This design comes from an exercise in tuning for small area, a short achievable clock period and few clock cycles on the open sky130 flow, not from production work.
RTL that was checked went through simulation tests only; none was proved equivalent to the original.
Only the layout flow was run in runs 5 to 7; the RTL was not checked for function there.
No activity file was given, so power comes from the tool's default toggle rates.

### design/flow/design.v
module Integrate(
input clock,
input reset,enter,
input [7:0]Nin,
input prog_we,
input [4:0]prog_addr,
input [7:0]prog_data,
output halt,
output [7:0]Nout,
output inwait
);
reg [7:0] mem [0:31];
reg [4:0] FA;       
reg [4:0] OA;       
reg [7:0] IR;       
reg       iok;      
reg [7:0] XI;       
reg       vX;       
reg [7:0] OPR;      
reg       tk;       
reg       df;       
reg       ok;       
reg       inr;      
reg       started;  
reg [7:0] A;
reg       Z;        
wire [2:0] xop = XI[7:5];
wire [4:0] xa  = XI[4:0];
reg       halt_r, inwait_r;
assign halt   = halt_r;
assign inwait = inwait_r;
assign Nout   = A;
wire stall  = vX & ((xop == 3'd7) | ((xop == 3'd4) & ~(enter & started)));
wire xstore = vX & (xop == 3'd1) & reset;
reg [7:0] An;
reg       Zn;
wire [7:0] axo = A ^ OPR;
wire [7:0] aor = A | OPR;
wire       sum0 = (axo == {aor[6:0], 1'b0});
function [4:0] inc5;
	input [4:0] x;
	inc5 = {x[4] ^ (&x[3:0]), x[3] ^ (&x[2:0]), x[2] ^ (&x[1:0]), x[1] ^ x[0], ~x[0]};
endfunction
wire       xas = vX & ((xop == 3'd2) | (xop == 3'd3));
wire       xin = vX & (xop == 3'd4);
wire       xld = vX & (xop == 3'd0);
reg        Sf;
always @* begin
	Sf = A[7];
	if (vX)
		case (xop)
		3'd0: Sf = OPR[7];
		3'd4: Sf = Nin[7];
		default: ;
		endcase
end
always @* begin
	An = A;
	Zn = Z;
	if (vX)
		case (xop)
		3'd0: begin An = OPR; Zn = (OPR == 8'd0); end
		3'd2: begin An = A + OPR; Zn = sum0; end
		3'd3: begin An = A - OPR; Zn = (A == OPR); end
		3'd4: if (enter & started) begin An = Nin; Zn = (Nin == 8'd0); end
		default: ;
		endcase
end
wire [7:0] Oi    = tk ? OPR : IR;
wire       vO    = tk | iok;
wire       hzn   = vO & (Oi[7:5] == 3'd1) & (Oi[4:0] == FA);
wire       tkn   = vO & ~xas & (((Oi[7:5] == 3'd5) & ~xin & ~xld & Z) | ((Oi[7:5] == 3'd6) & ~Sf));
wire       dfn   = vO & ((xas & ((Oi[7:5] == 3'd5) | (Oi[7:5] == 3'd6))) | ((xin | xld) & (Oi[7:5] == 3'd5)));
wire       mis   = df & ((xop == 3'd5) ? Z : ~A[7]);
wire [4:0] FAn   = tkn ? inc5(Oi[4:0]) : (hzn ? FA : inc5(FA));
wire       wr0 = prog_we && prog_addr == 5'd0;
wire [7:0] w0 = wr0 ? prog_data : mem[0];
wire [7:0] w1 = (prog_we && prog_addr == 5'd1) ? prog_data : mem[1];
wire       cap = prog_we && inr && prog_addr == xa;
wire       ok_n = ~wr0 & (cap | (ok & inr));
wire [7:0] opr_p = cap ? prog_data : OPR;
wire       tk_p = ok_n & ((xop == 3'd5) | (xop == 3'd6));
wire       hz_p = ok_n & (xop == 3'd1) & (xa == 5'd1);
wire [7:0] rdO   = mem[OA];
wire [7:0] rdF   = mem[FA];
wire       fwdO  = xstore && xa == OA;
wire       fwdF  = xstore && xa == FA;
wire       go    = reset & ~mis & ~stall;    
wire       ld    = ~reset;                   
wire       keep  = reset & ~go;              
wire [7:0] IR_d  = (rdF & {8{go & ~fwdF}}) | (A & {8{go & fwdF}})
                 | ((ok_n ? w1 : w0) & {8{ld}}) | (IR & {8{keep}});
wire [7:0] OPR_d = (rdO & {8{go & ~fwdO}}) | (A & {8{go & fwdO}})
                 | (opr_p & {8{ld}}) | (OPR & {8{keep}});
wire [4:0] OA_p  = tk_p ? opr_p[4:0] : ok_n ? w1[4:0] : w0[4:0];
wire       aO    = go & tkn & ~fwdO;
wire       aF    = go & ~tkn & ~fwdF;
wire       aA    = go & (tkn ? fwdO : fwdF);
wire [4:0] OA_d  = (rdO[4:0] & {5{aO}}) | (rdF[4:0] & {5{aF}}) | (A[4:0] & {5{aA}})
                 | (OA_p & {5{ld}}) | (OPR[4:0] & {5{reset & mis}}) | (OA & {5{reset & ~mis & stall}});
wire [4:0] waddr = prog_we ? prog_addr : xa;
wire [7:0] wdata = prog_we ? prog_data : A;
always @(posedge clock)
	if (prog_we | xstore)
		mem[waddr] <= wdata;
always @(posedge clock) begin
	inr <= ~reset;
	IR <= IR_d;
	OPR <= OPR_d;
	OA <= OA_d;
	if (!reset) begin
		ok <= ok_n;
		XI <= w0;
		vX <= ok_n;
		iok <= ~hz_p;
		tk <= tk_p;
		df <= 1'b0;
		FA <= tk_p ? inc5(xa) : (ok_n & ~hz_p) ? 5'd2 : 5'd1;
	end else if (mis) begin
		vX <= 1'b0;
		df <= 1'b0;
		tk <= 1'b1;
		iok <= 1'b1;
		FA <= inc5(xa);
	end else if (!stall) begin
		XI <= Oi;
		vX <= vO;
		iok <= ~hzn;
		tk <= tkn;
		df <= dfn;
		FA <= FAn;
	end
end
always @(posedge clock, negedge reset) begin
	if (!reset) begin
		started <= 1'b0;
		halt_r <= 1'b0;
		inwait_r <= 1'b0;
		A <= 8'd0;
		Z <= 1'b1;
	end else begin
		started <= 1'b1;
		if (mis) begin
			halt_r <= 1'b0;
			inwait_r <= 1'b0;
		end else if (stall) begin
			halt_r <= vX & (xop == 3'd7);
			inwait_r <= vX & (xop == 3'd4);
		end else begin
			halt_r <= vO & (Oi[7:5] == 3'd7);
			inwait_r <= vO & (Oi[7:5] == 3'd4);
		end
		A <= An;
		Z <= Zn;
	end
end
endmodule
### design/flow/run.sh
#!/bin/bash
# synth_recipe.tcl (not shown) runs the flow's synth.tcl, then flattens the netlist and writes it again
# the make line also repeats each setting of config.mk as NAME=value (left out here)
make -C /OpenROAD-flow-scripts/flow DESIGN_CONFIG=/design/flow/config.mk WORK_HOME=/design/flow/orfs CLKGATE_MAP_FILE= SYNTH_SCRIPT=/design/flow/synth_recipe.tcl finish
### design/flow/config.mk
export PLATFORM = sky130hd
export DESIGN_NAME = Integrate
export DESIGN_NICKNAME = Integrate
export VERILOG_FILES = /design/flow/design.v
export SDC_FILE = /design/flow/constraint.sdc
export NUM_CORES = 4
export LEC_CHECK = 0
export CAP_MARGIN = 20
export CORE_MARGIN = 2
export CORE_UTILIZATION = 40
export CTS_CLUSTER_DIAMETER = 100
export CTS_CLUSTER_SIZE = 26
export SETUP_SLACK_MARGIN = 2.8
export SLEW_MARGIN = 20
### design/flow/constraint.sdc
create_clock -name core_clock -period 5.0 [get_ports {clock}]
set_input_delay 1.0000 -clock core_clock [delete_from_list [all_inputs] [get_ports {clock}]]
set_output_delay 1.0000 -clock core_clock [all_outputs]
set_load 0.01 [all_outputs]
==> qor.csv, run 1 <==
metric;value;unit
die_y;210.2;µm
r2r_start;OA[4]$_DFF_P_;
rows;75;
diodes;0;
instances_no_fill;1956;
r2r_slack;2.43;ns
worstPathRequired;5.40;ns
ys_types;75;
tightest_slew;1.045;ns
powerDensity;538.5;mW/mm²
crit_path_start_kind;input pin;
clkSinkCount;313;
portBuffers;34;
synth_fp_nets;1281;
ys.flop_type;edfxtp_1;
final_cell_mix;273 x edfxtp_1, 129 x mux4_2, 113 x buf_4;
dieArea;0.04416;mm²
finClkSkew;0.03438;ns
routabilityCongestion;0.9062;
finalSetupViolCount;0;
r2r_end;OA[4]$_DFF_P_;
path_clk_slew;0.10;ns
ys_seq_area_share;53.30;%
numCtsBuffers;16;
ios;35;
clockBufferDepth;3;
syn-cell-area;0.01700;mm²
leakage;7.519;nW
slew_headroom;30.09;%
grt.overflow.total;0;
synth_top_cell_by_area;edfxtp_1;
min_path_type;in -> async;
tritoncts;built;
grt_first_pass_wirelength;83.01;mm
nets;1467;
synth_edf_count;273;
wl_per_cell;29.07;µm
met3_usage;3.993;%
drcViolationCount;0;
globalRouteMet2Util;41.12;%
outcome;no timing/DRC/antenna violations;
syn_inst;1226;
drv_slew;0;
drt_first_iter_violations;1577;
period_minus_slack;2.582;ns
ys_ff_latch;313;
drive_above_1_share;42.55;%
clkLatencyLatePin;0.54;ns
fillers;3423;
drt_first_pass_iters;6;
final.setup.tns;0;ns
start_util;40.52;%
critPathMaxFanout;6;
grtUsageMet1;35.98;%
ant_nets;0;
clockRootBuffer;clkbuf_16;
fin_crit_sh;51.64;%
top_usage_layer;met2;
vdd_drop_max;0.2175;mV
htree_levels;1;
syn_area_per_cell;13.87;µm²
ys_warn_count;1;
num_vias;12390;
wl;56.85;mm
rsz0062_at_grt;yes;
cap_violations;0;
coreArea;0.04195;mm²
path_class;in -> reg;
grt_max_degree;36;
hold_viol;0;
hpwl;36.04;mm
synth_top_area_share;48.23;%
area_growth;29.93;%
async_reset_ff_share;3.834;%
worstRegToRegCells;7;
antenna_found_initial;0;
fmax;387.3;MHz
endpoint_kind;flop;
grt_pass1_vias;12120;
placed_cells;1741;
die_w;210.2;µm
vias_per_cell;6.335;
final_common_cell;edfxtp_1;
globalRouteTotalUtil;25.58;%
critical_path_arrival;2.99;ns
ys_top_cells_by_area;edfxtp_1 48%, mux4_2 17%, mux2i_1 3.6%;
cells in the mapped netlist, types with 9 or more instances:
library cell	number
nor2_1	98
mux2i_1	61
o22ai_1	12
nand2_1	84
buf_2	27
nor3_1	13
a211oi_1	14
a31oi_1	9
o211ai_1	11
dfrtp_1	11
ha_1	28
dfxtp_1	28
inv_1	32
nand2b_1	11
a22oi_1	37
nand3_1	28
xnor2_1	21
nor2b_1	16
clkbuf_1	33
xor2_1	18
mux2_2	22
nand4_1	10
mux4_2	129
edfxtp_1	273
a21oi_1	27
o21ai_0	46
worst max path at each step:
stage	to	depth (start not counted)	startpoint	slack, ns
after global placement	IR[0]$_DFF_P_	7	prog_we	1.12
after CTS	IR[4]$_DFF_P_	8	flop	2.45
final	OA[3]$_DFF_P_	8	prog_addr[4]	2.42
after global routing	OA[3]$_DFF_P_	8	prog_addr[4]	2.37
after floorplan	OA[4]$_DFF_P_	8	prog_we	2.14
after detailed placement	mem[10][2]$_DFFE_PP_	5	reset	1.15
registers in the layout (all words and copies together), names as in the netlist, 5 cells and up, named ones only:
| register | count |
|---|---|
| IR | 8 |
| XI | 8 |
| A | 8 |
| OPR | 8 |
| OA | 5 |
| FA | 5 |
| mem | 256 |
routing by layer:
metal	vias to the layer above	wire length [µm]	share of wire (%)
met4	0	2088	3.7
met2	653	26510	47
met3	136	4510	7.9
met5	-	0	0
met1	6351	23750	42
li1	5252	-	-
through the flow:
stage | total power [mW] | util (%) | hold WS [ns] | cell area [µm²] | worst slack, ns
finish | 11.89 | 52.65 | 0.4048 | 22090 | 2.418
global route | 12.36 | 52.65 | 0.4056 | 22090 | 2.367
CTS | 11.47 | 50.81 | 0.3985 | 21310 | 2.448
detailed placement | 8.596 | 43.54 | 0.4770 | 18260 | 1.150
global placement | 8.592 | 43.54 | 0.4690 | 18260 | 1.120
floorplan | 6.948 | - | 0.4343 | 17490 | 2.138
final cells by class:
cell class / count / area [µm²] / area share (%)
Inverter: 34 / 170.2 / 0.7704
Tap cell: 539 / 674.4 / 3.053
Sequential cell: 313 / 9102 / 41.21
Clock inverter: 4 / 71.32 / 0.3229
Multi-Input combinational cell: 803 / 8747 / 39.60
Clock buffer: 19 / 411.6 / 1.864
Timing Repair inverter: 1 / 11.26 / 0.05099
Timing Repair Buffer: 243 / 2898 / 13.12
cell families after synthesis:
family,share of synthesized area [%]
muxes,22.14
buffers and inverters,2.871
and+or+nand+nor,8.244
DFF,53.30
adders and majority gates,2.297
xor gates and xnor gates,2.009
AOI/OAI and AO/OA,9.120
other,0.02206
timing repair:
| action | 4_1_cts | 5_1_grt |
|---|---|---|
| pin swaps | 89 | 50 |
| gates cloned | 7 | 2 |
| hold buffers | 0 | 0 |
| setup buffers | 144 | 39 |
| gates resized for setup | 285 | 69 |
| endpoints found under the setup margin | 334 | 271 |
worst max-delay path, cell delays in order:
cell and delay [ns]:
buf_8 0.10, or4b_4 0.55, or3_4 0.50, buf_6 0.16, mux2i_4 0.18, nor2_1 0.08, a211oi_2 0.29, nand4_1 0.12
power breakdown:
part	total [mW]	switching (mW)	leakage, nW	internal (mW)
logic	6.69	3.55	4.40	3.15
clock network	1.53	0.870	0.233	0.657
registers	3.67	0.430	2.88	3.24
total	11.9	4.85	7.52	7.05
Testbench counts, summed over its fixed seeds: cycles 11,140.
==> inputs of run 2 (changes only) <==
--- a/design/flow/config.mk
+++ b/design/flow/config.mk
@@ -11,4 +11,4 @@
 export CTS_CLUSTER_DIAMETER = 100
 export CTS_CLUSTER_SIZE = 26
-export SETUP_SLACK_MARGIN = 2.8
+export SETUP_SLACK_MARGIN = 2.4
 export SLEW_MARGIN = 20
==> run 2 against run 1 <==
  * Power is 9.4% lower
  * Largest power group unchanged
  * Via count shrank 3.7%
  * Non-clock buffer count shrank 87
  * Die area unchanged
  * Sequential cell count is the same
  * Setup slack got worse by 0.047 ns
  * Wire length down 5.4%
  * Still clean on timing, DRC and antenna
  * Synthesized cell count is the same
==> qor.csv, run 2 <==
metric;value;unit;change
antenna_found_initial;0;;unchanged
clockRootBuffer;clkbuf_16;;
final_cell_mix;273 x edfxtp_1, 129 x mux4_2, 94 x buf_4;;
worstPathCellList;buf_4 -> mux4_2 -> a22oi_1 -> nand4_1 -> and3_1 -> a211oi_1 -> o211ai_1;;
path_clk_slew;0.09;ns;about the same
drive_above_1_share;32.01;%;-11 points
clkLatencyLatePin;0.55;ns;about the same
path_class;reg -> reg;;
async_reset_ff_share;3.834;%;unchanged
area_growth;17.73;%;
slew_headroom;45.87;%;+16 points
routabilityCongestion;0.9611;;+6.1%
tightest_slew;0.8108;ns;-0.2338 ns
syn-cell-area;0.01700;mm²;unchanged
grt.overflow.total;0;;unchanged
synth_fp_nets;1281;;unchanged
synth_top_area_share;48.23;%;unchanged
postCtsHoldBufs;0;;unchanged
ys_seq_area_share;53.30;%;unchanged
die_y;210.2;µm;unchanged
crit_path_start_kind;flop;;
ys.flop_type;edfxtp_1;;
drt_first_iter_violations;1540;;-2.3%
critical_path_arrival;3.03;ns;+0.04 ns
start_util;40.52;%;unchanged
dieArea;0.04416;mm²;unchanged
cpMaxStageDelayCell;a22oi_1;;
htree_levels;1;;unchanged
ios;35;;unchanged
finalSetupViolCount;0;;unchanged
nets;1380;;-5.9%
final_common_cell;edfxtp_1;;
syn_inst;1226;;unchanged
totalPowerFinal;10.77;mW;-9.4%
grt_first_pass_wirelength;79.23;mm;-4.5%
drcViolationCount;0;;unchanged
hold_viol;0;;unchanged
grt_pass1_vias;11640;;-4.0%
hpwl;36.31;mm;+0.75%
clkSinkCount;313;;unchanged
fillers;3565;;+4.1%
num_vias;11930;;-3.7%
period_minus_slack;2.629;ns;+0.04734 ns
diodes;0;;unchanged
globalRouteTotalUtil;24.43;%;-1.1 points
fmax;380.3;MHz;-1.8%
vias_per_cell;6.379;;+0.69%
coreArea;0.04195;mm²;unchanged
synthTopCellsByCount;273 x edfxtp_1, 129 x mux4_2, 98 x nor2_1;;
wl;53.78;mm;-5.4%
min_path_type;reg -> reg;;
portBuffers;34;;unchanged
stdcell_area;0.02001;mm²;-9.4%
numCtsBuffers;17;;+1
cap_violations;0;;unchanged
drt_first_pass_iters;6;;unchanged
ys_ff_latch;313;;unchanged
ys_types;75;;unchanged
clockBufferDepth;3;;unchanged
critPathMaxFanout;24;;+18
wl_per_cell;28.76;µm;-1.1%
worstPathRequired;5.40;ns;about the same
powerDensity;538.3;mW/mm²;about the same
grt_max_degree;33;;-8.3%
synth_edf_count;273;;unchanged
finClkSkew;0.03061;ns;-0.003772 ns
endpoint_kind;flop;;
post_dp_cell_area;0.01809;mm²;-0.92%
ys_top_cells_by_area;edfxtp_1 48%, mux4_2 17%, mux2i_1 3.6%;;
rows;75;;unchanged
leakage;6.707;nW;-11%
die_w;210.2;µm;unchanged
synth_top_cell_by_area;edfxtp_1;;
yosysMostFrequentCell;edfxtp_1;;
syn_area_per_cell;13.87;µm²;unchanged
regMostFlops;mem;;
vdd_drop_max;0.2472;mV;+14%
fin_crit_sh;52.59;%;+0.95 points
final.setup.tns;0;ns;unchanged
outcome;no timing/DRC/antenna violations;;
ys_warn_count;1;;unchanged
largest_register_ffs;256;;unchanged
slowest_delay;0.44;ns;-0.11 ns
rsz0062_at_grt;yes;;
ant_nets;0;;unchanged
tritoncts;built;;
drv_slew;0;;unchanged
## run 2: changes by cell type in the layout (fill, tap and decap cells not counted), sizes merged
cell | before | now
clkdlybuf4s50 | 15 | 27
clkbuf | 21 | 17
clkinv | 4 | 3
bufinv | 1 | 0
buf | 215 | 127
bufbuf | 3 | 0
clkdlybuf4s15 | 4 | 1
inv | 30 | 35
dlygate4sd2 | 4 | 1
## run 2: power by group
part           internal (mW)  switching (mW)  total, mW
logic                   2.46            3.12       5.57
registers               3.23           0.411       3.65
clock network          0.648           0.904       1.55
## run 2: layer usage
metal / GRT usage (%) / share of wire (%) / wire length [µm]
met1: 35.53 / 42 / 22830
met2: 38.16 / 45 / 24450
met5: 0 / 0 / 0
met4: 8.339 / 4.0 / 2165
met3: 3.010 / 8.1 / 4334
## run 2: metrics by stage
| step | cells | util, % | setup WS [ns] | hold slack, ns |
|---|---|---|---|---|
| final | 1870 | 47.71 | 2.371 | 0.4876 |
| after global routing | 1870 | 47.71 | 2.338 | 0.5424 |
| after CTS | 1854 | 47.10 | 2.389 | 0.4876 |
| after detailed placement | 1750 | 43.14 | 1.085 | 0.4655 |
| after global placement | 1750 | 43.14 | 1.132 | 0.4749 |
| after floorplan | 1226 | - | 1.926 | 0.4343 |
## run 2: logic make-up (layout without fill, tap and decap cells)
logic type	after synthesis	after routing	synth area share, %
AND/OR/NAND/NOR	297	297	8.244
adder cells (fa/ha/maj)	30	30	2.297
buffers and inverters	110	215	2.871
multiplexers	212	212	22.14
other	1	1	0.02206
XOR/XNOR	39	39	2.009
flip-flops	313	313	53.30
AO/OA/AOI/OAI	224	224	9.120
## run 2: area by class of cell
cell class                 instances  area, µm²  area share, %
clock inverter                     8      71.32         0.3564
sequential                       313       9096          45.45
tap                              539      674.4          3.370
timing repair buffer             156       1583          7.909
inverter                          34      142.6         0.7127
clock buffer                      17      425.4          2.126
multi-input combinational        803       8020          40.08
## run 2: final timing paths
kind	to	from	slack, ns	depth (start not counted)
max reg2reg	OA[4]$_DFF_P_	OA[4]$_DFF_P_	2.37	7
min	IR[0]$_DFF_P_	IR[0]$_DFF_P_	0.49	2
min reg2reg	IR[0]$_DFF_P_	IR[0]$_DFF_P_	0.49	2
max	OA[4]$_DFF_P_	OA[4]$_DFF_P_	2.37	7
min in group asynchronous	A[2]$_DFFE_PN0P_	reset	0.64	2
max in group asynchronous	Z$_DFFE_PN1P_	reset	4.12	2
## run 2: worst max-delay path, delay by kind of cell, from the launching register on
kind                   cells  cell delay, ns
muxes                      1            0.38
and+or+nand+nor            2            0.65
buffers and inverters      1            0.39
AOI/OAI and AO/OA          3            0.74
DFF                        1            0.32
## run 2: repair_timing
| action | in CTS | in global routing |
|---|---|---|
| buffers inserted | 79 | 16 |
| setup endpoints to repair | 318 | 22 |
| pin swaps | 25 | 9 |
| gates resized for setup | 110 | 38 |
==> inputs of run 3 (changes only) <==
--- a/design/flow/config.mk
+++ b/design/flow/config.mk
@@ -8,5 +8,5 @@
 export CAP_MARGIN = 20
 export CORE_MARGIN = 2
-export CORE_UTILIZATION = 40
+export CORE_UTILIZATION = 45
 export CTS_CLUSTER_DIAMETER = 100
 export CTS_CLUSTER_SIZE = 26
==> run 3 against run 2 <==
  * Combinational power fell by 0.7%
  * Via count fell by 0.11%
  * Clock skew grew 0.0025 ns
  * Setup slack got worse by 0.0091 ns
  * Area after synthesis unchanged
  * Sequential power barely moved
  * Wire length fell by 0.60%
  * Power is 0.10% lower
  * Cell area hardly changed
  * Non-clock buffer count increased by 5
  * Critical path type is now in -> reg
  * Critical endpoint is now OA[1]$_DFF_P_
==> qor.csv, run 3 <==
metric;value;unit;change
globalRouteTotalUtil;27.63;%;+3.2 points
postCtsHoldBufs;0;;unchanged
drt_first_iter_violations;1353;;-12%
wl;53.45;mm;-0.60%
worstRegToRegCells;7;;unchanged
instances_no_fill;1844;;-1.4%
powerDensity;538.2;mW/mm²;about the same
combPwrFrac;51.4;%;-0.4 points
intPower;6.382;mW;+0.65%
drcViolationCount;0;;unchanged
nets;1385;;+0.36%
outcome;no timing/DRC/antenna violations;;
grt_first_pass_wirelength;78.74;mm;-0.62%
rows;71;;-5.3%
placed_cells;1721;;-1.7%
crit_cells;9;;+2
totalPowerFinal;10.76;mW;-0.10%
critPathMaxFanout;6;;-75%
fillers;3099;;-13%
min_path_type;reg -> reg;;
ys_top_cells_by_area;edfxtp_1 48%, mux4_2 17%, mux2i_1 3.6%;;
portBuffers;34;;unchanged
drt_first_pass_iters;5;;-1
leakage;6.730;nW;+0.35%
drv_slew;0;;unchanged
async_reset_ff_share;3.834;%;unchanged
path_class;in -> reg;;
clkLatencyLatePin;0.54;ns;about the same
worstPathRequired;5.40;ns;about the same
hold_viol;0;;unchanged
numCtsBuffers;17;;unchanged
wl_per_cell;28.99;µm;+0.80%
path_common_cell;buf_6;;
tritoncts;built;;
slowest_delay;0.57;ns;+0.13 ns
vdd_drop_max;0.3065;mV;+24%
diodes;0;;unchanged
area_growth;17.64;%;about the same
ys_types;75;;unchanged
final_cell_mix;273 x edfxtp_1, 129 x mux4_2, 103 x buf_4;;
syn_area_per_cell;13.87;µm²;unchanged
worst-path-buf-inv;3;;+2
critical_path_arrival;3.04;ns;about the same
path_clk_slew;0.11;ns;+0.02 ns
routabilityCongestion;0.9228;;-4.0%
fin_crit_sh;52.77;%;+0.18 points
slew_headroom;44.14;%;-1.7 points
die_y;198.4;µm;-5.6%
synth-simple-area-share;8.244;%;unchanged
p_clk_share;14.7;%;+0.3 points
ios;35;;unchanged
holdWs;0.5083;ns;+0.02068 ns
coreArea;0.03740;mm²;-11%
synth_fp_nets;1281;;unchanged
final.setup.tns;0;ns;unchanged
syn-cell-area;0.01700;mm²;unchanged
synthAdderAreaFrac;2.296;%;unchanged
synth_compound_area_share;9.120;%;unchanged
ys_ff_latch;313;;unchanged
syn_inst;1226;;unchanged
die_w;198.4;µm;-5.6%
cpLargestDelayFamily;simple AND/OR/NAND/NOR gates;;
htree_levels;1;;unchanged
synth_top_area_share;48.23;%;unchanged
antenna_found_initial;0;;unchanged
multi_input_area;0.008061;mm²;+0.51%
crit_path_start_kind;input pin;;
yosysMostFrequentCell;edfxtp_1;;
finalSetupViolCount;0;;unchanged
vias_per_cell;6.462;;+1.3%
largest_register_ffs;256;;unchanged
ys_seq_area_share;53.30;%;unchanged
worstHoldPathCells;2;;unchanged
drive_above_1_share;32.18;%;+0.18 points
clockBufferDepth;3;;unchanged
clockRootBuffer;clkbuf_16;;
finClkSkew;0.03310;ns;+0.002491 ns
cap_violations;0;;unchanged
ys.flop_type;edfxtp_1;;
rsz0062_at_grt;yes;;
dieArea;0.03935;mm²;-11%
synth_top_family_by_area;multiplexers;;
cpMaxStageDelayCell;or4b_4;;
final_common_cell;edfxtp_1;;
num_vias;11920;;-0.11%
synth_xor_xnor_area_share;2.009;%;unchanged
period_minus_slack;2.638;ns;+0.009120 ns
regArea;0.009090;mm²;about the same
grt.overflow.total;0;;unchanged
regMostFlops;mem;;
start_util;45.45;%;+4.9 points
fmax;379.0;MHz;-0.35%
ant_nets;0;;unchanged
ys_warn_count;1;;unchanged
utilization;53.47;%;+5.8 points
grt_max_degree;42;;+27%
synthMuxAreaShare;22.14;%;unchanged
swShare;40.70;%;-0.44 points
endpoint_kind;flop;;
synth_top_cell_by_area;edfxtp_1;;
p_switching;4.380;mW;-1.2%
hpwl;35.82;mm;-1.3%
worstPathCellList;buf_6 -> or4b_4 -> buf_6 -> nor3_4 -> buf_4 -> mux2i_1 -> nor3_1 -> nor3_2 -> nand4b_1;;
clkSinkCount;313;;unchanged
synthTopCellsByCount;273 x edfxtp_1, 129 x mux4_2, 98 x nor2_1;;
tightest_slew;0.8360;ns;+0.02512 ns
synth_edf_count;273;;unchanged
seqPwrFrac;33.9;%;about the same
grt_pass1_vias;11660;;+0.16%
[run 3: final timing paths]
check | startpoint | to | slack [ns]
max | prog_addr[2] | OA[1]$_DFF_P_ | 2.36
min reg2reg | IR[0]$_DFF_P_ | IR[0]$_DFF_P_ | 0.51
max in group asynchronous | reset | Z$_DFFE_PN1P_ | 4.12
min | IR[0]$_DFF_P_ | IR[0]$_DFF_P_ | 0.51
max reg2reg | XI[3]$_DFFE_PP_ | OA[2]$_DFF_P_ | 2.40
min in group asynchronous | reset | halt_r$_DFF_PN0_ | 0.59
[run 3: metrics by stage]
| step | setup WS (ns) | area (µm²) |
|---|---|---|
| after floorplan | 1.926 | 17220 |
| after global placement | 1.180 | 18060 |
| after detailed placement | 1.166 | 18060 |
| after CTS | 2.313 | 19630 |
| after global routing | 2.252 | 20000 |
| final | 2.362 | 20000 |
[run 3: logic make-up (layout without fill, tap and decap cells)]
kind of cell               after synthesis  in the layout
muxes                                  212            212
xor gates and xnor gates                39             39
buffers and inverters                  110            217
DFF                                    313            313
AOI/OAI and AO/OA                      224            224
adders and majority gates               30             30
other                                    1              1
and+or+nand+nor                        297            297
[run 3: final cells by class]
cell class | instances | share of cell area (%)
inverter | 34 | 0.7196
clock buffer | 17 | 2.127
multi-input combinational | 803 | 40.31
tap | 511 | 3.197
timing repair buffer | 161 | 7.777
sequential | 313 | 45.46
clock inverter | 5 | 0.4067
[run 3: repair_timing]
item	in CTS	in global routing
pin swaps	24	11
cloned	0	1
gates resized for setup	101	45
endpoints found under the setup margin	316	94
buffers inserted	75	25
[run 3: worst reg2reg max path, stage by stage (launching register included)]
cell       delay [ns]
edfxtp_1         0.65
xor2_1           0.26
nor3_1           0.43
nand4_1          0.39
nor2b_4          0.28
o21ai_0          0.14
a2bb2oi_1        0.19
nand4_1          0.12
[run 3: power by group through the flow]
stage	logic, mW	registers, mW	clock network [mW]
final	5.53	3.65	1.58
after global routing	5.86	3.68	1.68
after CTS	5.23	3.67	1.60
after detailed placement	4.47	3.97	0
after global placement	4.47	3.98	0
after floorplan	3.42	3.46	0
[run 3: layer usage]
metal,up-vias,share of wire (%),track usage (%)
li1,5081,-,-
met2,617,48,45.04
met3,104,8.4,4.377
met1,6114,41,38.20
met4,0,3.2,8.688
met5,-,0,0
==> inputs of run 4 (changes only) <==
--- a/design/flow/config.mk
+++ b/design/flow/config.mk
@@ -8,7 +8,7 @@
 export CAP_MARGIN = 20
 export CORE_MARGIN = 2
-export CORE_UTILIZATION = 45
+export CORE_UTILIZATION = 50
 export CTS_CLUSTER_DIAMETER = 100
-export CTS_CLUSTER_SIZE = 26
+export CTS_CLUSTER_SIZE = 24
 export SETUP_SLACK_MARGIN = 2.4
 export SLEW_MARGIN = 20
==> run 4 against run 3 <==
  * Still clean on timing, DRC and antenna
  * Cell count decreased by 3.1%
  * Clock skew increased by 0.010 ns
  * Register-to-register slack about the same
  * Wire length increased by 2.1%
  * Die area decreased by 9.8%
  * Global-route usage increased by 3.1 points
  * Sequential cell count unchanged
  * Via count increased by 0.71%
  * Cell area about the same
  * First-iteration DRC count increased by 4.8%
  * Synthesized cell count unchanged
  * Critical path type is now reg -> reg
==> qor.csv, run 4 <==
metric;value;unit;change
fmax;384.0;MHz;+1.3%
top_usage_layer;met2;;
synth_top_area_share;48.23;%;unchanged
syn_area_per_cell;13.87;µm²;unchanged
async_reset_ff_share;3.834;%;unchanged
drv_slew;0;;unchanged
ys_ff_latch;313;;unchanged
synth_top_cell_by_area;edfxtp_1;;
rsz0062_at_grt;yes;;
fillers;2661;;-14%
grt_first_pass_wirelength;79.54;mm;+1.0%
syn-cell-area;0.01700;mm²;unchanged
yosysMostFrequentCell;edfxtp_1;;
hold_start;IR[1]$_DFF_P_;;
nets;1387;;+0.14%
clkLatencyLatePin;0.55;ns;about the same
hold_viol;0;;unchanged
ys.flop_type;edfxtp_1;;
tightest_slew;0.9393;ns;+0.1033 ns
finClkSkew;0.04315;ns;+0.01005 ns
endpoint_kind;flop;;
period_minus_slack;2.604;ns;-0.03400 ns
final_common_cell;edfxtp_1;;
coreArea;0.03353;mm²;-10%
synth_fp_nets;1281;;unchanged
ys_seq_area_share;53.30;%;unchanged
cap_violations;0;;unchanged
critical_path_arrival;3.03;ns;about the same
placed_cells;1660;;-3.5%
met3_usage;5.196;%;+0.82 points
largest_register_ffs;256;;unchanged
ant_nets;0;;unchanged
hpwl;35.33;mm;-1.4%
outcome;no timing/DRC/antenna violations;;
vdd_drop_max;0.2654;mV;-13%
portBuffers;34;;unchanged
vias_per_cell;6.716;;+3.9%
regMostFlops;mem;;
drt_first_iter_violations;1418;;+4.8%
numCtsBuffers;17;;unchanged
ys_top_cells_by_area;edfxtp_1 48%, mux4_2 17%, mux2i_1 3.6%;;
grt.overflow.total;0;;unchanged
instances_no_fill;1787;;-3.1%
routabilityCongestion;0.9254;;+0.28%
start_util;50.69;%;+5.2 points
area_growth;17.69;%;about the same
grt_max_degree;33;;-21%
clockBufferDepth;3;;unchanged
clkSinkCount;313;;unchanged
postCtsHoldBufs;0;;unchanged
dieArea;0.03549;mm²;-9.8%
ios;35;;unchanged
clockRootBuffer;clkbuf_16;;
r2r_end;OA[3]$_DFF_P_;;
min_path_type;reg -> reg;;
antenna_found_initial;0;;unchanged
final_cell_mix;273 x edfxtp_1, 129 x mux4_2, 103 x buf_4;;
powerDensity;543.6;mW/mm²;+1.0%
globalRouteTotalUtil;30.76;%;+3.1 points
tritoncts;built;;
ys_warn_count;1;;unchanged
worstHoldPathCells;1;;-1
hold_end;IR[1]$_DFF_P_;;
drive_above_1_share;32.34;%;+0.15 points
wl;54.57;mm;+2.1%
worstRegToRegCells;9;;+2
grtUsageMet1;42.06;%;+3.9 points
syn_inst;1226;;unchanged
die_w;188.4;µm;-5.0%
final.setup.tns;0;ns;unchanged
synthTopCellsByCount;273 x edfxtp_1, 129 x mux4_2, 98 x nor2_1;;
die_y;188.4;µm;-5.0%
grt_pass1_vias;11680;;+0.15%
htree_levels;1;;unchanged
crit_path_start_kind;flop;;
path_class;reg -> reg;;
synth_edf_count;273;;unchanged
worstPathRequired;5.43;ns;+0.03 ns
path_clk_slew;0.11;ns;about the same
globalRouteMet2Util;50.77;%;+5.7 points
rows;67;;-5.6%
diodes;0;;unchanged
num_vias;12000;;+0.71%
slew_headroom;37.30;%;-6.8 points
ys_types;75;;unchanged
finalSetupViolCount;0;;unchanged
wl_per_cell;30.54;µm;+5.3%
drcViolationCount;0;;unchanged
leakage;6.729;nW;about the same
r2r_slack;2.40;ns;about the same
critPathMaxFanout;10;;+4
drt_first_pass_iters;6;;+1
fin_crit_sh;52.09;%;-0.68 points
holdWs;0.5008;ns;-0.007477 ns
[run 4: cell families after synthesis]
group           share of synthesized area (%)
compound gates                          9.120
xor+xnor                                2.009
other cells                           0.02206
fa+ha+maj                               2.297
simple gates                            8.244
buf+inv                                 2.871
flops                                   53.30
mux                                     22.14
[run 4: layout make-up]
cell class / count / area [µm²] / share of cell area, %
Sequential cell: 313 / 9096 / 45.47
Multi-Input combinational cell: 804 / 8133 / 40.65
Timing Repair Buffer: 162 / 1580 / 7.899
Tap cell: 448 / 560.5 / 2.802
Clock buffer: 23 / 447.9 / 2.239
Inverter: 34 / 147.6 / 0.7380
Clock inverter: 3 / 41.29 / 0.2064
[run 4: repair_timing]
action / CTS / global route
setup buffers: 79 / 20
gates cloned: 0 / 2
pin swaps: 19 / 15
gates resized for setup: 103 / 57
endpoints found under the setup margin: 316 / 197
[run 4: worst max-delay path by stage]
stage | to | start
final | OA[3]$_DFF_P_ | flop
after floorplan | mem[0][1]$_DFFE_PP_ | prog_we
after detailed placement | mem[12][4]$_DFFE_PP_ | prog_we
after CTS | mem[2][0]$_DFFE_PP_ | reset
after global placement | mem[14][2]$_DFFE_PP_ | prog_we
after global routing | OPR[2]$_DFF_P_ | prog_addr[1]
[run 4: worst max-delay path, cell delays in order (launching register included)]
cell     delay [ns]
dfxtp_4        0.41
buf_12         0.13
buf_12         0.10
buf_6          0.18
mux4_2         0.51
mux2_2         0.30
a22oi_2        0.34
nand3_4        0.17
a22oi_1        0.21
nand4_1        0.12
[run 4: power by group]
group	total (mW)	switching (mW)	internal, mW
logic	5.60	3.09	2.52
clock network	1.53	0.884	0.648
registers	3.74	0.507	3.23
[run 4: through the flow]
stage                     instance area, µm²  total power, mW  util (%)  worst slack [ns]
after CTS                              19580            10.60     58.38             2.378
after global routing                   20010            11.31     59.66             2.338
after floorplan                        17220            6.876         -             1.926
after detailed placement               18000            8.470     53.67             1.103
final                                  20010            10.88     59.66             2.396
after global placement                 18000            8.477     53.67             1.138
[run 4: metal layers]
metal  up-vias  wire length [µm]
met2       679             26250
met4         0              2040
met5         -                 0
li1       5094                 -
met3       114              4731
met1      6114             21550
==> inputs of run 5 (changes only) <==
--- a/design/flow/design.v
+++ b/design/flow/design.v
@@ -99,9 +99,10 @@
 wire [4:0] OA_d  = (rdO[4:0] & {5{aO}}) | (rdF[4:0] & {5{aF}}) | (A[4:0] & {5{aA}})
                  | (OA_p & {5{ld}}) | (OPR[4:0] & {5{reset & mis}}) | (OA & {5{reset & ~mis & stall}});
-wire [4:0] waddr = prog_we ? prog_addr : xa;
 wire [7:0] wdata = prog_we ? prog_data : A;
+integer wi;
 always @(posedge clock)
-	if (prog_we | xstore)
-		mem[waddr] <= wdata;
+	for (wi = 0; wi < 32; wi = wi + 1)
+		if ((prog_we && prog_addr == wi) || (xstore && xa == wi))
+			mem[wi] <= wdata;
 always @(posedge clock) begin
 	inr <= ~reset;
--- a/design/flow/config.mk
+++ b/design/flow/config.mk
@@ -8,7 +8,7 @@
 export CAP_MARGIN = 20
 export CORE_MARGIN = 2
-export CORE_UTILIZATION = 50
+export CORE_UTILIZATION = 40
 export CTS_CLUSTER_DIAMETER = 100
-export CTS_CLUSTER_SIZE = 24
-export SETUP_SLACK_MARGIN = 2.4
+export CTS_CLUSTER_SIZE = 26
+export SETUP_SLACK_MARGIN = 2.6
 export SLEW_MARGIN = 20
==> run 5 against run 4 <==
  * Still clean on timing, DRC and antenna
  * Combinational power increased by 35%
  * Largest cell class is now multi-input gates
  * First-iteration DRC count up 120%
  * Synthesized cell count increased by 26%
  * Clock power about the same
  * Highest routed layer is now met5
  * Die area increased by 25%
  * Sequential share of layout area decreased by 5.3 points
  * Via count grew 40%
  * Sequential power down 5%
  * Cell area up 12%
  * Clock skew shrank 0.012 ns
==> qor.csv, run 5 <==
metric;value;unit;change
r2r_start;FA[0]$_DFFE_PP_;;
grt_first_pass_wirelength;123.1;mm;+55%
combPwrFrac;59.6;%;+8.1 points
dieArea;0.04452;mm²;+25%
worstRegToRegCells;11;;+2
cp-endpoint;IR[4]$_DFF_P_;;
tritoncts;built;;
yosysMostFrequentCell;edfxtp_1;;
numCtsBuffers;16;;-1
ys_warn_count;2;;+1
start_util;40.68;%;-10 points
final.setup.tns;0;ns;unchanged
worstPathCellList;ha_2 -> and3_4 -> ha_4 -> buf_4 -> a22o_1 -> a31oi_1 -> o21ai_2 -> nor4_4 -> a31oi_4 -> a221oi_2 -> o21ai_1;;
hpwl;60.41;mm;+71%
crit_path_start_kind;flop;;
fin_crit_sh;56.80;%;+4.7 points
vias_per_cell;7.314;;+8.9%
grt_pass1_vias;15700;;+34%
routabilityCongestion;1.082;;+17%
synth_top_cell_by_area;edfxtp_1;;
ios;35;;unchanged
p_switching;5.836;mW;+30%
coreArea;0.04213;mm²;+26%
r2r_slack;2.16;ns;-0.24 ns
num_vias;16750;;+40%
finalSetupViolCount;0;;unchanged
postCtsHoldBufs;0;;unchanged
cpMaxStageDelayCell;edfxtp_1;;
ys.flop_type;edfxtp_1;;
antenna_found_initial;5;;+5
clockRootBuffer;clkbuf_16;;
rows;75;;+12%
stdcell_area;0.02239;mm²;+12%
drv_slew;0;;unchanged
nets;1809;;+30%
drt_first_pass_iters;7;;+1
wl_per_cell;39.28;µm;+29%
clockBufferDepth;3;;unchanged
fmax;352.1;MHz;-8.3%
grt.overflow.total;0;;unchanged
drcViolationCount;0;;unchanged
synth_top_area_share;47.83;%;-0.39 points
synth_fp_nets;1609;;+26%
clkSinkCount;308;;-1.6%
syn-cell-area;0.01714;mm²;+0.82%
largest_register_ffs;256;;unchanged
grt_max_degree;36;;+9.1%
seqPwrFrac;28.2;%;-6.2 points
final_cell_mix;273 x edfxtp_1, 178 x buf_4, 85 x nand2_1;;
die_y;211.0;µm;+12%
ys_seq_area_share;52.28;%;-1.0 points
ys_ff_latch;308;;-1.6%
ant_nets;0;;unchanged
drt_first_iter_violations;3102;;+120%
vdd_drop_max;0.2506;mV;-5.6%
slew_headroom;45.01;%;+7.7 points
clkLatencyLatePin;0.56;ns;about the same
slowest_delay;0.46;ns;-0.05 ns
critical_path_arrival;3.28;ns;+0.25 ns
critPathMaxFanout;4;;-6
p_clk_share;12.2;%;-1.9 points
regMostFlops;mem;;
path_clk_slew;0.11;ns;about the same
die_w;211.0;µm;+12%
portBuffers;34;;unchanged
syn_inst;1545;;+26%
final_common_cell;edfxtp_1;;
worst-path-buf-inv;1;;-2
async_reset_ff_share;3.896;%;+0.062 points
swShare;46.17;%;+5.0 points
path_class;reg -> reg;;
powerDensity;564.6;mW/mm²;+3.9%
period_minus_slack;2.840;ns;+0.2358 ns
globalRouteTotalUtil;39.81;%;+9.0 points
area_growth;30.61;%;
endpoint_kind;flop;;
syn_area_per_cell;11.09;µm²;-20%
worstPathRequired;5.44;ns;about the same
synthTopCellsByCount;273 x edfxtp_1, 96 x nand2_1, 81 x a22oi_1;;
crit_cells;11;;+2
tightest_slew;0.8159;ns;-0.1233 ns
hold_viol;0;;unchanged
rsz0062_at_grt;yes;;
r2r_end;IR[4]$_DFF_P_;;
leakage;7.740;nW;+15%
min_path_type;in -> async;;
htree_levels;1;;unchanged
cap_violations;0;;unchanged
outcome;no timing/DRC/antenna violations;;
ys_top_cells_by_area;edfxtp_1 48%, a22oi_1 3.5%, ha_1 2.7%;;
intPower;6.803;mW;+6.3%
timing.critical_path.from;FA[0]$_DFFE_PP_;;
drive_above_1_share;33.05;%;+0.71 points
wl;89.95;mm;+65%
finClkSkew;0.03141;ns;-0.01175 ns
ys_types;84;;+12%
synth_edf_count;273;;unchanged
cpLargestDelayFamily;compound AO/OA/AOI/OAI gates;;
post_dp_cell_area;0.01866;mm²;+3.7%
-- run 5: cell count changes after synthesis, moves of 28 or more --
cell / delta
mux4_2: -126
a22oi_1: +44
and3_1: +43
clkbuf_1: +42
nand3_1: +41
nand4_1: +28
-- run 5: power by group through the flow --
stage	logic [mW]	clock network (mW)	registers (mW)
global route	7.63	1.62	3.58
floorplan	3.19	0	3.40
detailed placement	5.12	0	3.74
finish	7.54	1.54	3.56
global placement	5.11	0	3.74
CTS	6.38	1.53	3.54
-- run 5: worst min-delay path by stage --
stage / cells past startpoint / startpoint / endpoint
after detailed placement: 2 / df$_SDFFE_PP0N_ / df$_SDFFE_PP0N_
after floorplan: 2 / IR[7]$_DFF_P_ / IR[7]$_DFF_P_
after global placement: 2 / df$_SDFFE_PP0N_ / df$_SDFFE_PP0N_
after CTS: 1 / reset / inwait_r$_DFF_PN0_
after global routing: 1 / reset / inwait_r$_DFF_PN0_
final: 1 / reset / inwait_r$_DFF_PN0_
-- run 5: layer usage --
| layer | part of all wire [%] | GRT usage (%) | vias up |
|---|---|---|---|
| li1 | - | - | 6546 |
| met1 | 38 | 54.29 | 8168 |
| met2 | 40 | 55.89 | 1667 |
| met3 | 15 | 13.01 | 364 |
| met4 | 6.8 | 21.47 | 4 |
| met5 | 0.031 | 0 | - |
-- run 5: cell type report --
cell class	instances	area [µm²]
Timing Repair inverter	1	5.005
Clock inverter	4	36.28
Tap cell	539	674.4
Inverter	40	182.7
Fill cell	3574	19750
Clock buffer	18	429.2
Multi-Input combinational cell	1090	9155
Timing Repair Buffer	288	2900
Sequential cell	308	8997
Antenna cell	2	5.005
-- run 5: kinds of logic (layout without fill, tap and decap cells) --
kind of cell	after synthesis	after routing	share of synthesized area (%)
compound gates	443	443	19.00
fa+ha+maj	39	39	2.935
xor+xnor	43	43	2.197
simple gates	500	500	15.92
buf+inv	147	351	3.541
flops	308	308	52.28
other cells	1	3	0.02188
mux	64	64	4.110
-- run 5: through the flow --
stage,power [mW],hold WS [ns],cells,utilization (%),setup slack (ns)
floorplan,6.591,0.4448,1545,-,1.978
global placement,8.853,0.4607,2096,44.26,0.9531
global route,12.83,0.3384,2288,53.12,2.116
CTS,11.45,0.3271,2248,50.58,2.209
finish,12.64,0.3211,2290,53.13,2.160
detailed placement,8.862,0.4696,2096,44.28,0.9667
-- run 5: what timing repair did --
action,4_1_cts,5_1_grt
endpoints found under the hold margin,0,0
pin swaps,71,68
buffers inserted,126,39
gates cloned,4,1
gates resized for setup,296,166
endpoints found under the setup margin,325,158
==> inputs of run 6 (changes only) <==
--- a/design/flow/design.v
+++ b/design/flow/design.v
@@ -55,4 +55,5 @@
 		endcase
 end
+wire [7:0] addsub = A + (OPR ^ {8{xop[0]}}) + {7'd0, xop[0]};
 always @* begin
 	An = A;
@@ -61,6 +62,6 @@
 		case (xop)
 		3'd0: begin An = OPR; Zn = (OPR == 8'd0); end
-		3'd2: begin An = A + OPR; Zn = sum0; end
-		3'd3: begin An = A - OPR; Zn = (A == OPR); end
+		3'd2: begin An = addsub; Zn = sum0; end
+		3'd3: begin An = addsub; Zn = (A == OPR); end
 		3'd4: if (enter & started) begin An = Nin; Zn = (Nin == 8'd0); end
 		default: ;
@@ -99,10 +100,9 @@
 wire [4:0] OA_d  = (rdO[4:0] & {5{aO}}) | (rdF[4:0] & {5{aF}}) | (A[4:0] & {5{aA}})
                  | (OA_p & {5{ld}}) | (OPR[4:0] & {5{reset & mis}}) | (OA & {5{reset & ~mis & stall}});
+wire [4:0] waddr = prog_we ? prog_addr : xa;
 wire [7:0] wdata = prog_we ? prog_data : A;
-integer wi;
 always @(posedge clock)
-	for (wi = 0; wi < 32; wi = wi + 1)
-		if ((prog_we && prog_addr == wi) || (xstore && xa == wi))
-			mem[wi] <= wdata;
+	if (prog_we | xstore)
+		mem[waddr] <= wdata;
 always @(posedge clock) begin
 	inr <= ~reset;
--- a/design/flow/config.mk
+++ b/design/flow/config.mk
@@ -11,4 +11,4 @@
 export CTS_CLUSTER_DIAMETER = 100
 export CTS_CLUSTER_SIZE = 26
-export SETUP_SLACK_MARGIN = 2.6
+export SETUP_SLACK_MARGIN = 2.4
 export SLEW_MARGIN = 20
==> run 6 against run 5 <==
  * Critical path depth down 4
  * Cell count down 20%
  * Critical path type unchanged
  * Sequential cell count up 5
  * Hold slack better by 0.061 ns
  * Sequential share of layout area up 5.7 points
  * Largest power group unchanged
  * Setup slack better by 0.24 ns
  * Core utilization down 4.9 points
  * Power down 14%
  * Fmax up 9.4%
  * Register-to-register slack better by 0.24 ns
  * Global-route usage down 15 points
  * Critical endpoint is now OA[4]$_DFF_P_
==> qor.csv, run 6 <==
metric;value;unit;change
finClkSkew;0.03040;ns;-0.001007 ns
postCtsHoldBufs;0;;unchanged
fin_ws;2.404;ns;+0.2439 ns
antenna_found_initial;0;;-5
ios;35;;unchanged
synth_fp_nets;1257;;-22%
crit_path_start_kind;flop;;
preCtsSetupSlack;1.047;ns;+0.08028 ns
syn_inst;1211;;-22%
dieArea;0.04350;mm²;-2.3%
clockRootBuffer;clkbuf_16;;
final.setup.tns;0;ns;unchanged
r2r_end;OA[4]$_DFF_P_;;
yosysMostFrequentCell;edfxtp_1;;
vdd_drop_max;0.2208;mV;-12%
worstRegToRegCells;7;;-4
cap_violations;0;;unchanged
area_growth;18.37;%;
htree_levels;1;;unchanged
routabilityCongestion;0.9369;;-13%
synth_xor_xnor_area_share;2.302;%;+0.10 points
ys_top_cells_by_area;edfxtp_1 49%, mux4_2 17%, mux2i_1 4.3%;;
fmax;385.2;MHz;+9.4%
syn-cell-area;0.01674;mm²;-2.3%
worstPathCellList;buf_4 -> mux4_2 -> mux2i_1 -> o22ai_1 -> nor2_2 -> o22ai_1 -> or3_1;;
grt_pass1_vias;11480;;-27%
num_vias;11810;;-30%
portBuffers;34;;unchanged
nets;1348;;-25%
hpwl;34.75;mm;-42%
slew_headroom;41.78;%;-3.2 points
rows;74;;-1.3%
drcViolationCount;0;;unchanged
synthTopCellsByCount;273 x edfxtp_1, 128 x mux4_2, 97 x nor2_1;;
async_reset_ff_share;3.834;%;-0.062 points
regMostFlops;mem;;
coreArea;0.04111;mm²;-2.4%
ys_ff_latch;313;;+1.6%
tightest_slew;0.8700;ns;+0.05408 ns
hold_viol;0;;unchanged
holdWs;0.3817;ns;+0.06065 ns
largest_register_ffs;256;;unchanged
outcome;no timing/DRC/antenna violations;;
synth_edf_count;273;;unchanged
grt.overflow.total;0;;unchanged
drive_above_1_share;31.39;%;-1.7 points
clkSinkCount;313;;+1.6%
synth_top_family_by_area;multiplexers;;
ys_types;74;;-12%
final_cell_mix;273 x edfxtp_1, 128 x mux4_2, 88 x buf_4;;
synth_top_area_share;48.98;%;+1.1 points
globalRouteTotalUtil;24.86;%;-15 points
drt_first_iter_violations;1348;;-57%
critical_path_arrival;3.01;ns;-0.27 ns
final_common_cell;edfxtp_1;;
ys_seq_area_share;54.13;%;+1.8 points
min_path_type;in -> async;;
finalSetupViolCount;0;;unchanged
fillers;3559;;-0.42%
r2r_slack;2.40;ns;+0.24 ns
ant_nets;0;;unchanged
cpMaxStageDelayCell;mux4_2;;
diodes;0;;-2
endpoint_kind;flop;;
ys.flop_type;edfxtp_1;;
rsz0062_at_grt;yes;;
die_y;208.6;µm;-1.2%
clkLatencyLatePin;0.54;ns;-0.02 ns
path_common_cell;o22ai_1;;
leakage;6.604;nW;-15%
fin_crit_sh;51.93;%;-4.9 points
path_clk_slew;0.11;ns;about the same
period_minus_slack;2.596;ns;-0.2439 ns
wl_per_cell;29.77;µm;-24%
syn_area_per_cell;13.82;µm²;+25%
ys_warn_count;1;;-1
grt_max_degree;33;;-8.3%
die_w;208.6;µm;-1.2%
drv_slew;0;;unchanged
numCtsBuffers;16;;unchanged
tritoncts;built;;
grt_first_pass_wirelength;79.32;mm;-36%
wl;54.71;mm;-39%
critPathMaxFanout;10;;+6
vias_per_cell;6.423;;-12%
synth_compound_area_share;7.251;%;-12 points
synthAdderAreaFrac;1.615;%;-1.3 points
synthMuxAreaShare;22.55;%;+18 points
slowest_delay;0.51;ns;+0.05 ns
powerDensity;548.2;mW/mm²;-2.9%
synth-simple-area-share;9.112;%;-6.8 points
clockBufferDepth;3;;unchanged
path_class;reg -> reg;;
start_util;40.72;%;about the same
synth_top_cell_by_area;edfxtp_1;;
drt_first_pass_iters;6;;-1
worstPathRequired;5.41;ns;-0.03 ns
run 6: cell count changes in the layout (fill, tap and decap cells not counted), moves of 30 or more:
cell and delta:
mux4_2 +125, buf_4 -90, a22oi_1 -40, a32oi_1 -30, and3_1 -30, buf_6 -30
run 6: cells by family (layout without fill, tap and decap cells):
kind of cell,count (synthesis),in the layout
other,1,1
AOI/OAI and AO/OA,177,177
xor gates and xnor gates,44,44
adders and majority gates,21,21
and+or+nand+nor,323,324
buffers and inverters,117,211
muxes,215,215
DFF,313,313
run 6: layout make-up:
type	instances	area, µm²	area share (%)
Timing Repair Buffer	155	1658	8.367
Sequential cell	313	9100	45.93
Clock inverter	4	43.79	0.2210
Clock buffer	18	429.2	2.166
Multi-Input combinational cell	782	7789	39.31
Tap cell	532	665.6	3.359
Inverter	34	128.9	0.6504
run 6: how the worst max path moves through the flow:
stage,cells past startpoint,start,slack (ns),endpoint
floorplan,8,prog_addr[3],2.10,OA[4]$_DFF_P_
global placement,9,prog_we,1.14,OA[3]$_DFF_P_
detailed placement,8,prog_we,1.05,OA[4]$_DFF_P_
CTS,7,XI[6]$_DFFE_PP_,2.36,mem[3][1]$_DFFE_PP_
global route,9,XI[7]$_DFFE_PP_,2.36,OA[1]$_DFF_P_
finish,7,flop,2.40,OA[4]$_DFF_P_
run 6: timing repair:
| item | CTS | global route |
|---|---|---|
| pin swaps | 20 | 23 |
| buffers inserted | 61 | 31 |
| cloned | 2 | 1 |
| gates resized for setup | 115 | 41 |
| setup endpoints to repair | 514 | 200 |
run 6: critical path: cells and delay by family (launching register included):
family	cells	cell delay, ns
buffers and inverters	1	0.25
flip-flops	1	0.49
multiplexers	2	0.87
AO/OA/AOI/OAI	2	0.28
AND/OR/NAND/NOR	2	0.56
run 6: power breakdown:
| group | leakage, nW | switching [mW] | internal [mW] |
|---|---|---|---|
| Clock | 0.228 | 0.882 | 0.635 |
| Sequential | 2.87 | 0.609 | 3.27 |
| Combinational | 3.51 | 2.91 | 2.56 |
| Total | 6.60 | 4.40 | 6.47 |
run 6: routing by layer:
layer  vias up  GRT usage, %  part of all wire, %
met2       668         39.98                   47
met3       119         4.408                  9.5
met4         0         7.635                  3.4
met5         -             0                    0
li1       4956             -                    -
met1      6063         34.61                   40
run 6: per-stage QoR:
| step | util [%] | cell area [µm²] | cells | total power [mW] |
|---|---|---|---|---|
| after global placement | 43.08 | 17710 | 1721 | 8.405 |
| after global routing | 48.20 | 19810 | 1838 | 11.33 |
| after floorplan | - | 16890 | 1211 | 6.982 |
| after CTS | 46.94 | 19300 | 1806 | 10.50 |
| final | 48.20 | 19810 | 1838 | 10.86 |
| after detailed placement | 43.12 | 17720 | 1721 | 8.428 |
==> inputs of run 7 (changes only) <==
==> design/flow/flow/run.sh (new file) <==
#!/bin/bash
# The standard layout, with two resizer settings changed: gates may be resized
# to any drive strength (not only within one footprint), and the port buffers
# are plain buf_2 cells.  Each tool's output is in the ORFS logs under orfs/;
# make's own output goes to standard.log.
bash standard.sh MATCH_CELL_FOOTPRINT=0 "BUFFER_PORTS_ARGS=-buffer_cell sky130_fd_sc_hd__buf_2" finish > standard.log 2>&1
==> design/flow/standard.sh (new file) <==
#!/bin/bash
# synth_recipe.tcl (not shown) runs the flow's synth.tcl, then flattens the netlist and writes it again
# the make line also repeats each setting of config.mk as NAME=value (left out here)
make -C /OpenROAD-flow-scripts/flow DESIGN_CONFIG=/design/flow/config.mk WORK_HOME=/design/flow/orfs CLKGATE_MAP_FILE= SYNTH_SCRIPT=/design/flow/synth_recipe.tcl "${@:-finish}"
removed: design/flow/run.sh
==> run 7 against run 6 <==
  * Setup slack gained 0.0084 ns
  * Combinational power increased by 4.4%
  * Cell count increased by 1.6%
  * Area after synthesis unchanged
  * Critical path depth unchanged
  * Die area unchanged
  * Power is 1.2% higher
  * Clock skew rose by 0.0067 ns
  * Wire length increased by 3.8%
==> qor.csv, run 7 <==
metric;value;unit;change
htree_levels;1;;unchanged
grt.overflow.total;0;;unchanged
p_switching;4.511;mW;+2.6%
syn_inst;1211;;unchanged
ys_types;74;;unchanged
vdd_drop_max;0.2581;mV;+17%
die_y;208.6;µm;unchanged
clockRootBuffer;clkbuf_16;;
nets;1376;;+2.1%
portBuffers;34;;unchanged
finClkSkew;0.03713;ns;+0.006727 ns
clkLatencyLatePin;0.56;ns;+0.02 ns
powerDensity;552.9;mW/mm²;+0.84%
synth_top_area_share;48.98;%;unchanged
ant_nets;0;;unchanged
fillers;3553;;-0.17%
critPathMaxFanout;8;;-2
holdWs;0.3656;ns;-0.01613 ns
area_growth;18.75;%;
num_vias;11970;;+1.4%
async_reset_ff_share;3.834;%;unchanged
drive_above_1_share;34.26;%;+2.9 points
worstPathRequired;5.26;ns;-0.15 ns
intPower;6.478;mW;+0.20%
hold_viol;0;;unchanged
stdcell_area;0.01988;mm²;+0.32%
seqPwrFrac;34.6;%;-1.1 points
tightest_slew;0.9203;ns;+0.05029 ns
antenna_found_initial;0;;unchanged
combPwrFrac;51.9;%;+1.6 points
coreArea;0.04111;mm²;unchanged
final.setup.tns;0;ns;unchanged
synthTopCellsByCount;273 x edfxtp_1, 128 x mux4_2, 97 x nor2_1;;
final_cell_mix;273 x edfxtp_1, 128 x mux4_2, 107 x buf_4;;
drv_slew;0;;unchanged
cap_violations;0;;unchanged
finalSetupViolCount;0;;unchanged
p_clk_share;13.5;%;-0.5 points
numCtsBuffers;16;;unchanged
wl;56.79;mm;+3.8%
synth_edf_count;273;;unchanged
globalRouteTotalUtil;25.76;%;+0.90 points
vias_per_cell;6.410;;-0.21%
synth_top_cell_by_area;edfxtp_1;;
clkSinkCount;313;;unchanged
drcViolationCount;0;;unchanged
ys.flop_type;edfxtp_1;;
slew_headroom;38.45;%;-3.3 points
drt_first_pass_iters;5;;-1
synth_fp_nets;1257;;unchanged
post_dp_cell_area;0.01756;mm²;-0.93%
wl_per_cell;30.40;µm;+2.1%
drt_first_iter_violations;1380;;+2.4%
path_class;reg -> reg;;
yosysMostFrequentCell;edfxtp_1;;
totalPowerFinal;10.99;mW;+1.2%
syn-cell-area;0.01674;mm²;unchanged
grt_pass1_vias;11730;;+2.1%
leakage;6.752;nW;+2.2%
ys_ff_latch;313;;unchanged
routabilityCongestion;0.9266;;-1.1%
rows;74;;unchanged
multi_input_area;0.007739;mm²;-0.64%
min_path_type;in -> async;;
grt_max_degree;34;;+3.0%
regMostFlops;mem;;
worstRegToRegCells;7;;unchanged
syn_area_per_cell;13.82;µm²;unchanged
ys_warn_count;1;;unchanged
regArea;0.009086;mm²;-0.15%
fin_crit_sh;51.76;%;-0.17 points
fmax;386.4;MHz;+0.32%
critical_path_arrival;2.85;ns;-0.16 ns
ys_seq_area_share;54.13;%;unchanged
final_common_cell;edfxtp_1;;
hpwl;36.91;mm;+6.2%
outcome;no timing/DRC/antenna violations;;
postCtsHoldBufs;0;;unchanged
ys_top_cells_by_area;edfxtp_1 49%, mux4_2 17%, mux2i_1 4.3%;;
dieArea;0.04350;mm²;unchanged
die_w;208.6;µm;unchanged
rsz0062_at_grt;yes;;
path_clk_slew;0.12;ns;about the same
largest_register_ffs;256;;unchanged
ios;35;;unchanged
crit_path_start_kind;flop;;
swShare;41.05;%;+0.57 points
clockBufferDepth;3;;unchanged
start_util;40.72;%;unchanged
r2r_slack;2.41;ns;about the same
endpoint_kind;flop;;
period_minus_slack;2.588;ns;-0.008410 ns
grt_first_pass_wirelength;81.66;mm;+2.9%
tritoncts;built;;
-- run 7: cell counts after synthesis --
Identical to the previous run, type by type.
-- run 7: metal layers --
| metal | part of all wire (%) | up-vias | track usage, % |
|---|---|---|---|
| met1 | 41 | 6166 | 35.01 |
| li1 | - | 5020 | - |
| met3 | 8.8 | 149 | 5.570 |
| met4 | 4.9 | 0 | 10.30 |
| met2 | 46 | 638 | 40.53 |
| met5 | 0 | - | 0 |
-- run 7: layout make-up --
cell class / count / share of cell area, %
clock buffer: 18 / 2.052
sequential: 313 / 45.71
antenna: 2 / 0.02518
timing repair buffer: 183 / 9.026
clock inverter: 4 / 0.2455
tap: 532 / 3.349
inverter: 34 / 0.6609
multi-input combinational: 782 / 38.93
-- run 7: repair_timing --
item | 4_1_cts | 5_1_grt
pin swaps | 37 | 15
gates resized for setup | 70 | 50
gates cloned | 0 | 4
setup buffers | 85 | 32
endpoints found under the setup margin | 308 | 193
-- run 7: cell families after synthesis --
| kind of cell | share of synthesized area [%] |
|---|---|
| and+or+nand+nor | 9.112 |
| DFF | 54.13 |
| muxes | 22.55 |
| AOI/OAI and AO/OA | 7.251 |
| buffers and inverters | 3.020 |
| xor gates and xnor gates | 2.302 |
| adders and majority gates | 1.615 |
| other | 0.02240 |
-- run 7: power groups by stage --
stage                     Clock [mW]  Sequential (mW)  Combinational, mW
after floorplan                    0             3.44               3.54
after global placement             0             4.21               4.25
after detailed placement           0             4.21               4.28
after CTS                       1.50             3.81               5.16
after global routing            1.58             3.83               6.05
final                           1.48             3.80               5.71
-- run 7: worst paths after layout --
| kind | from | endpoint |
|---|---|---|
| setup reg to reg | XI[7]$_DFFE_PP_ | mem[18][7]$_DFFE_PP_ |
| min in group core_clock | IR[3]$_DFF_P_ | IR[3]$_DFF_P_ |
| max in group asynchronous | reset | Z$_DFFE_PN1P_ |
| setup / recovery | XI[7]$_DFFE_PP_ | mem[18][7]$_DFFE_PP_ |
| hold / removal | reset | halt_r$_DFF_PN0_ |
| hold reg to reg | IR[3]$_DFF_P_ | IR[3]$_DFF_P_ |
-- run 7: critical path: stages (launching register included) --
cell      delay, ns
edfxtp_1       0.52
buf_4          0.23
nor3b_2        0.31
nand3_1        0.29
nor2_2         0.27
a31oi_4        0.26
nor2_2         0.22
buf_4          0.20
-- run 7: metrics by stage --
step | setup WS (ns) | util [%] | instances
3_3_place_gp | 1.411 | 42.70 | 1722
2_1_floorplan | 2.099 | - | 1211
4_1_cts | 2.358 | 46.91 | 1829
5_1_grt | 2.347 | 48.34 | 1866
3_5_place_dp | 1.347 | 42.71 | 1722
6_report | 2.412 | 48.35 | 1868
==> inputs of run 8 (changes only) <==
--- a/design/flow/design.v
+++ b/design/flow/design.v
@@ -55,5 +55,4 @@
 		endcase
 end
-wire [7:0] addsub = A + (OPR ^ {8{xop[0]}}) + {7'd0, xop[0]};
 always @* begin
 	An = A;
@@ -62,6 +61,6 @@
 		case (xop)
 		3'd0: begin An = OPR; Zn = (OPR == 8'd0); end
-		3'd2: begin An = addsub; Zn = sum0; end
-		3'd3: begin An = addsub; Zn = (A == OPR); end
+		3'd2: begin An = A + OPR; Zn = sum0; end
+		3'd3: begin An = A - OPR; Zn = (A == OPR); end
 		3'd4: if (enter & started) begin An = Nin; Zn = (Nin == 8'd0); end
 		default: ;
--- a/design/flow/config.mk
+++ b/design/flow/config.mk
@@ -11,4 +11,4 @@
 export CTS_CLUSTER_DIAMETER = 100
 export CTS_CLUSTER_SIZE = 26
-export SETUP_SLACK_MARGIN = 2.4
+export SETUP_SLACK_MARGIN = 2.2
 export SLEW_MARGIN = 20
==> run 8 against run 7 <==
  * Cell count decreased by 3.4%
  * Cell area decreased by 4.6%
  * Via count decreased by 3.0%
  * Sequential power about the same
  * Largest power group unchanged
==> qor.csv, run 8 <==
metric;value;unit;change
grt.overflow.total;0;;unchanged
synth_edf_count;273;;unchanged
async_reset_ff_share;3.834;%;unchanged
drv_slew;0;;unchanged
htree_levels;1;;unchanged
finalSetupViolCount;0;;unchanged
stdcell_area;0.01897;mm²;-4.6%
final_cell_mix;273 x edfxtp_1, 129 x mux4_2, 83 x nand2_1;;
regMostFlops;mem;;
cpMaxStageDelayCell;dfxtp_1;;
yosysMostFrequentCell;edfxtp_1;;
grt_pass1_vias;11340;;-3.3%
tightest_slew;1.301;ns;+0.3802 ns
clkLatencyLatePin;0.54;ns;-0.02 ns
critPathMaxFanout;11;;+3
drt_first_pass_iters;6;;+1
ant_nets;0;;unchanged
drt_first_iter_violations;1521;;+10%
fin_crit_sh;56.87;%;+5.1 points
drive_above_1_share;27.25;%;-7.0 points
powerDensity;548.2;mW/mm²;-0.84%
rows;75;;+1.4%
final.setup.tns;0;ns;unchanged
rsz0062_at_grt;yes;;
ios;35;;unchanged
ys_seq_area_share;53.30;%;-0.83 points
placed_cells;1750;;+1.6%
clkSinkCount;313;;unchanged
totalPowerFinal;10.40;mW;-5.4%
grt_max_degree;36;;+5.9%
syn-cell-area;0.01700;mm²;+1.6%
fillers;3700;;+4.1%
numCtsBuffers;16;;unchanged
preCtsSetupSlack;1.234;ns;-0.1133 ns
holdWs;0.4782;ns;+0.1126 ns
dieArea;0.04416;mm²;+1.5%
syn_inst;1226;;+1.2%
utilization;45.23;%;-3.1 points
diodes;0;;-2
ys_types;75;;+1.4%
ys_warn_count;1;;unchanged
slew_headroom;13.30;%;-25 points
synthTopCellsByCount;273 x edfxtp_1, 129 x mux4_2, 98 x nor2_1;;
endpoint_kind;flop;;
synth_top_cell_by_area;edfxtp_1;;
hpwl;35.74;mm;-3.2%
path_clk_slew;0.11;ns;about the same
coreArea;0.04195;mm²;+2.0%
clockBufferDepth;3;;unchanged
outcome;no timing/DRC/antenna violations;;
worstPathRequired;5.41;ns;+0.15 ns
portBuffers;34;;unchanged
grt_first_pass_wirelength;77.18;mm;-5.5%
routabilityCongestion;0.9563;;+3.2%
die_w;210.2;µm;+0.76%
leakage;6.305;nW;-6.6%
worstPathCellList;buf_4 -> mux4_2 -> a22oi_1 -> nand4_1 -> and3_1 -> a211oi_1 -> o211ai_1;;
globalRouteTotalUtil;23.76;%;-2.0 points
finClkSkew;0.02100;ns;-0.01613 ns
drcViolationCount;0;;unchanged
die_y;210.2;µm;+0.76%
synth_fp_nets;1281;;+1.9%
vias_per_cell;6.435;;+0.40%
area_growth;11.61;%;
num_vias;11620;;-3.0%
syn_area_per_cell;13.87;µm²;+0.31%
crit_path_start_kind;flop;;
largest_register_ffs;256;;unchanged
period_minus_slack;2.843;ns;+0.2555 ns
instances_no_fill;1805;;-3.4%
nets;1317;;-4.3%
run 8: path summary, 6_finish.rpt:
| kind | from | end | slack, ns | cells past startpoint |
|---|---|---|---|---|
| setup / recovery | OA[4]$_DFF_P_ | OA[4]$_DFF_P_ | 2.16 | 7 |
| hold / removal | IR[0]$_DFF_P_ | IR[0]$_DFF_P_ | 0.48 | 2 |
| setup reg to reg | OA[4]$_DFF_P_ | OA[4]$_DFF_P_ | 2.16 | 7 |
| hold reg to reg | IR[0]$_DFF_P_ | IR[0]$_DFF_P_ | 0.48 | 2 |
| max in group asynchronous | reset | Z$_DFFE_PN1P_ | 4.20 | 2 |
| min in group asynchronous | reset | inwait_r$_DFF_PN0_ | 0.49 | 2 |
run 8: area by class of cell:
class	count	area [µm²]	area share (%)
multi-input combinational	803	7786	41.04
tap	539	674.4	3.555
timing repair buffer	94	818.3	4.313
clock inverter	5	71.32	0.3759
inverter	34	135.1	0.7123
sequential	313	9082	47.87
clock buffer	17	404.1	2.130
run 8: cell families after synthesis:
kind of cell,count (synthesis),synth area share [%]
XOR/XNOR,39,2.009
other,1,0.02206
AND/OR/NAND/NOR,297,8.244
AO/OA/AOI/OAI,224,9.120
flip-flops,313,53.30
multiplexers,212,22.14
buffers and inverters,110,2.871
adder cells (fa/ha/maj),30,2.297
run 8: per-layer routing:
metal	vias up	global-route usage (%)	share of wire, %
met5	-	0	0
met4	0	6.676	3.1
met3	95	3.591	8.4
met2	634	36.95	46
met1	5945	34.83	43
li1	4941	-	-
run 8: where the power goes:
part	leakage, nW	internal [mW]	switching [mW]
combinational	3.18	2.22	2.88
clock	0.233	0.652	0.856
sequential	2.89	3.23	0.569
run 8: critical path: cells and delay by family (launching register included):
family / cells / cell delay [ns]
buffers and inverters: 1 / 0.35
muxes: 1 / 0.33
AOI/OAI and AO/OA: 3 / 0.62
DFF: 1 / 0.78
and+or+nand+nor: 2 / 0.61
run 8: what timing repair did:
action                     in CTS  in global routing
hold buffers                    0                  0
gates resized for setup        37                 42
pin swaps                       1                  0
setup endpoints to repair     279                260
buffers inserted               18                 15
Testbench counts of run 8, summed over its fixed seeds: cycles 11,140.

Setup slack of run 8, layout unchanged: 2.157 ns with ideal ports, 2.157 ns with driving cells assumed (clock clkbuf_16, inputs buf_2), 1.718 ns with port delays also shifted by the 0.579 ns mid clock arrival.
